From an optimization exercise on the open Yosys and OpenROAD flow, aimed at small area and a short achievable clock period; shortcuts taken in it are not production practice.
At most, simulation tests tie the RTL to the original design; equivalence was not proved.

==> cedar: inputs <==
==> flow/design.v <==
`timescale 1ns/1ps
module fifo #(
    parameter N = 32,
    parameter depth = 3  
)(
    input wire clk,
    input wire reset,
    input wire wr_en,
    input wire rd_en,
    input [N-1:0] din,
    output reg [N-1:0] dout,
    output reg full,
    output reg empty
);
    localparam DEPTH = 2**depth;
    reg [depth-1:0] wr_ptr, rd_ptr;
    reg [N-1:0] mem [0:DEPTH-1];
    wire wr_fire = wr_en & ~full;
    wire rd_fire = rd_en & ~empty;
    wire [depth-1:0] wr_ptr_inc = wr_ptr + 1'b1;
    wire [depth-1:0] rd_ptr_inc = rd_ptr + 1'b1;
    wire [DEPTH-1:0] wr_sel = {{(DEPTH-1){1'b0}}, 1'b1} << wr_ptr;
    wire [DEPTH-1:0] rd_sel = {{(DEPTH-1){1'b0}}, 1'b1} << rd_ptr;
    wire [DEPTH-1:0] rsel = rd_sel & {DEPTH{rd_fire}};
    wire hold = ~rd_fire;
    wire [N-1:0] dout_nx;
    wire [N-1:0] g0, g1, g2;
    genvar b;
    generate
        for (b = 0; b < N; b = b + 1) begin : rd
            fifo_aoi222 u0 (.a1(rsel[0]), .a2(mem[0][b]), .b1(rsel[1]), .b2(mem[1][b]),
                            .c1(rsel[2]), .c2(mem[2][b]), .y(g0[b]));
            fifo_aoi222 u1 (.a1(rsel[3]), .a2(mem[3][b]), .b1(rsel[4]), .b2(mem[4][b]),
                            .c1(rsel[5]), .c2(mem[5][b]), .y(g1[b]));
            fifo_aoi222 u2 (.a1(rsel[6]), .a2(mem[6][b]), .b1(rsel[7]), .b2(mem[7][b]),
                            .c1(hold),    .c2(dout[b]),   .y(g2[b]));
            fifo_nand3 u3 (.a(g0[b]), .b(g1[b]), .c(g2[b]), .y(dout_nx[b]));
        end
    endgenerate
    integer i;
    always @(posedge clk) begin
        for (i = 0; i < DEPTH; i = i + 1)
            if (wr_fire & wr_sel[i])
                mem[i] <= din;
    end
    always @(posedge clk or posedge reset) begin
        if (reset) begin
            wr_ptr <= 0;
            rd_ptr <= 0;
            dout   <= 0;
            full   <= 1'b0;
            empty  <= 1'b1;
        end else begin
            if (wr_fire)
                wr_ptr <= wr_ptr_inc;
            if (rd_fire)
                rd_ptr <= rd_ptr_inc;
            dout <= dout_nx;
            full  <= ~rd_fire & (full  | (wr_fire & (wr_ptr_inc == rd_ptr)));
            empty <= ~wr_fire & (empty | (rd_fire & (rd_ptr_inc == wr_ptr)));
        end
    end
endmodule
module fifo_aoi222 (
    input wire a1, a2, b1, b2, c1, c2,
    output wire y
);
    assign y = ~((a1 & a2) | (b1 & b2) | (c1 & c2));
endmodule
module fifo_nand3 (
    input wire a, b, c,
    output wire y
);
    assign y = ~(a & b & c);
endmodule
==> flow/run.sh <==
#!/bin/bash
# synth_recipe.tcl (not shown) runs the flow's synth.tcl, then flattens the netlist and writes it again
# the make line also repeats each setting of config.mk as NAME=value (left out here)
make -C /OpenROAD-flow-scripts/flow DESIGN_CONFIG=/design/flow/config.mk WORK_HOME=/design/flow/orfs CLKGATE_MAP_FILE= SYNTH_SCRIPT=/design/flow/synth_recipe.tcl finish
==> flow/config.mk <==
export PLATFORM = sky130hd
export DESIGN_NAME = fifo
export DESIGN_NICKNAME = fifo
export VERILOG_FILES = /design/flow/design.v
export SDC_FILE = /design/flow/constraint.sdc
export NUM_CORES = 4
export LEC_CHECK = 0
export CAP_MARGIN = 20
export CORE_MARGIN = 2
export CORE_UTILIZATION = 40
export CTS_BUF_LIST = sky130_fd_sc_hd__clkbuf_4 sky130_fd_sc_hd__clkbuf_8
export CTS_CLUSTER_SIZE = 30
export SLEW_MARGIN = 20
export SYNTH_HIERARCHICAL = 1
export SYNTH_MINIMUM_KEEP_SIZE = 0
==> flow/constraint.sdc <==
create_clock -name core_clock -period 3.0 [get_ports {clk}]
set_input_delay 0.6000 -clock core_clock [delete_from_list [all_inputs] [get_ports {clk}]]
set_output_delay 0.6000 -clock core_clock [all_outputs]
set_load 0.01 [all_outputs]
==> nickel (differences from cedar) <==
--- a/flow/design.v
+++ b/flow/design.v
@@ -17,11 +17,11 @@
     reg [N-1:0] mem [0:DEPTH-1];
     wire wr_fire = wr_en & ~full;
     wire rd_fire = rd_en & ~empty;
-    wire [depth-1:0] wr_ptr_inc = wr_ptr + 1'b1;
-    wire [depth-1:0] rd_ptr_inc = rd_ptr + 1'b1;
-    wire [DEPTH-1:0] wr_sel = {{(DEPTH-1){1'b0}}, 1'b1} << wr_ptr;
-    wire [DEPTH-1:0] rd_sel = {{(DEPTH-1){1'b0}}, 1'b1} << rd_ptr;
-    wire [DEPTH-1:0] rsel = rd_sel & {DEPTH{rd_fire}};
+    wire [depth-1:0] wr_ptr_inc = {wr_ptr[2] ^ (wr_ptr[1] & wr_ptr[0]), wr_ptr[1] ^ wr_ptr[0], ~wr_ptr[0]};
+    wire [depth-1:0] rd_ptr_inc = {rd_ptr[2] ^ (rd_ptr[1] & rd_ptr[0]), rd_ptr[1] ^ rd_ptr[0], ~rd_ptr[0]};
+    wire [DEPTH-1:0] wsel, rsel;
+    fifo_dec3 u_wdec (.en(wr_fire), .p(wr_ptr), .y(wsel));
+    fifo_dec3 u_rdec (.en(rd_fire), .p(rd_ptr), .y(rsel));
     wire hold = ~rd_fire;
     wire [N-1:0] dout_nx;
     wire [N-1:0] g0, g1, g2;
@@ -40,7 +40,7 @@
     integer i;
     always @(posedge clk) begin
         for (i = 0; i < DEPTH; i = i + 1)
-            if (wr_fire & wr_sel[i])
+            if (wsel[i])
                 mem[i] <= din;
     end
     always @(posedge clk or posedge reset) begin
@@ -73,3 +73,10 @@
 );
     assign y = ~(a & b & c);
 endmodule
+module fifo_dec3 (
+    input wire en,
+    input wire [2:0] p,
+    output wire [7:0] y
+);
+    assign y = {8{en}} & (8'd1 << p);
+endmodule
==> flow/flow/run.sh (new file) <==
#!/bin/bash
# Own layout flow: the standard synthesis unchanged, then the standard ORFS
# layout with smaller port buffers and without the delay and oversized buffer cells.
set -euo pipefail

bash standard.sh synth > synth.log 2>&1

platform_dont_use="sky130_fd_sc_hd__probe_p_8 sky130_fd_sc_hd__probec_p_8 sky130_fd_sc_hd__lpflow_bleeder_1 sky130_fd_sc_hd__lpflow_clkbufkapwr_1 sky130_fd_sc_hd__lpflow_clkbufkapwr_16 sky130_fd_sc_hd__lpflow_clkbufkapwr_2 sky130_fd_sc_hd__lpflow_clkbufkapwr_4 sky130_fd_sc_hd__lpflow_clkbufkapwr_8 sky130_fd_sc_hd__lpflow_clkinvkapwr_1 sky130_fd_sc_hd__lpflow_clkinvkapwr_16 sky130_fd_sc_hd__lpflow_clkinvkapwr_2 sky130_fd_sc_hd__lpflow_clkinvkapwr_4 sky130_fd_sc_hd__lpflow_clkinvkapwr_8 sky130_fd_sc_hd__lpflow_decapkapwr_12 sky130_fd_sc_hd__lpflow_decapkapwr_3 sky130_fd_sc_hd__lpflow_decapkapwr_4 sky130_fd_sc_hd__lpflow_decapkapwr_6 sky130_fd_sc_hd__lpflow_decapkapwr_8 sky130_fd_sc_hd__lpflow_inputiso0n_1 sky130_fd_sc_hd__lpflow_inputiso0p_1 sky130_fd_sc_hd__lpflow_inputiso1n_1 sky130_fd_sc_hd__lpflow_inputiso1p_1 sky130_fd_sc_hd__lpflow_inputisolatch_1 sky130_fd_sc_hd__lpflow_isobufsrc_1 sky130_fd_sc_hd__lpflow_isobufsrc_16 sky130_fd_sc_hd__lpflow_isobufsrc_2 sky130_fd_sc_hd__lpflow_isobufsrc_4 sky130_fd_sc_hd__lpflow_isobufsrc_8 sky130_fd_sc_hd__lpflow_isobufsrckapwr_16 sky130_fd_sc_hd__lpflow_lsbuf_lh_hl_isowell_tap_1 sky130_fd_sc_hd__lpflow_lsbuf_lh_hl_isowell_tap_2 sky130_fd_sc_hd__lpflow_lsbuf_lh_hl_isowell_tap_4 sky130_fd_sc_hd__lpflow_lsbuf_lh_isowell_4 sky130_fd_sc_hd__lpflow_lsbuf_lh_isowell_tap_1 sky130_fd_sc_hd__lpflow_lsbuf_lh_isowell_tap_2 sky130_fd_sc_hd__lpflow_lsbuf_lh_isowell_tap_4"
extra_dont_use="sky130_fd_sc_hd__clkdlybuf4s* sky130_fd_sc_hd__dlygate* sky130_fd_sc_hd__dlymetal* sky130_fd_sc_hd__buf_12 sky130_fd_sc_hd__buf_16 sky130_fd_sc_hd__bufinv_*"

bash standard.sh \
  "BUFFER_PORTS_ARGS=-buffer_cell sky130_fd_sc_hd__buf_2" \
  "DONT_USE_CELLS=$platform_dont_use $extra_dont_use" \
  finish > layout.log 2>&1
==> flow/standard.sh (new file) <==
#!/bin/bash
# synth_recipe.tcl (not shown) runs the flow's synth.tcl, then flattens the netlist and writes it again
# the make line also repeats each setting of config.mk as NAME=value (left out here)
make -C /OpenROAD-flow-scripts/flow DESIGN_CONFIG=/design/flow/config.mk WORK_HOME=/design/flow/orfs CLKGATE_MAP_FILE= SYNTH_SCRIPT=/design/flow/synth_recipe.tcl "${@:-finish}"
CTS_BUF_LIST = not set   (was sky130_fd_sc_hd__clkbuf_4 sky130_fd_sc_hd__clkbuf_8)
CTS_CLUSTER_SIZE = not set   (was 30)
SETUP_SLACK_MARGIN = 1.3   (was not set)
removed: flow/run.sh
==> metrics.yaml <==
layout.area.seq_sq_um: 8690
cp_top_family: "flip-flops"
grt_usage_pct: 17.6
dp_hpwl_mm: 11.8
slew_headroom_pct: 62.8
synth-simple-area-share_pct: 3.06
status: "no timing/DRC/antenna violations"
comb_power_share_pct: 20.9
(the above is from cedar)
==> metrics.yaml <==
comb_power_share_pct: 22.2
synth-simple-area-share_pct: 4.02
slew_headroom_pct: 53.9
grt_usage_pct: 21.0
dp_hpwl_mm: 13.3
root_buffer: "clkbuf_16"
synthArstFlopShare_pct: 13.5
status: "no timing/DRC/antenna violations"
std_cell_rows: 58
(the above is from nickel)
Function not checked in nickel: the RTL went through the layout flow alone.

-- static timing again, ports no longer ideal --
How much do the figures lean on ideal ports? The routed layouts below were timed once more, with nothing changed but the port constraints. Step 1 sets driving cells, clkbuf_16 on the clock port and buf_2 on the other inputs (assumed; they add their load-dependent delay and slew). Step 2 also shifts input and output timing later by t, the mid clock arrival at the registers, as if the neighbouring blocks saw the same clock. Three values: no drivers, after step 1, after step 2; two values: the first two.
run | t (ns) | setup slack, ns | slew at the worst register clock pin (ns) | cell pins on the clock port's net
cedar | 0.583 | 0.745 / 0.702 / 0.479 | 0.06 / 0.06 | 1
nickel | 0.593 | 1.063 / 1.063 / 0.765 | 0.07 / 0.07 | 1
After both steps every run listed still meets setup and hold. The setup slack of nickel, which loses most, moves by 0.000 ns with the drivers and by -0.298 ns with both steps.
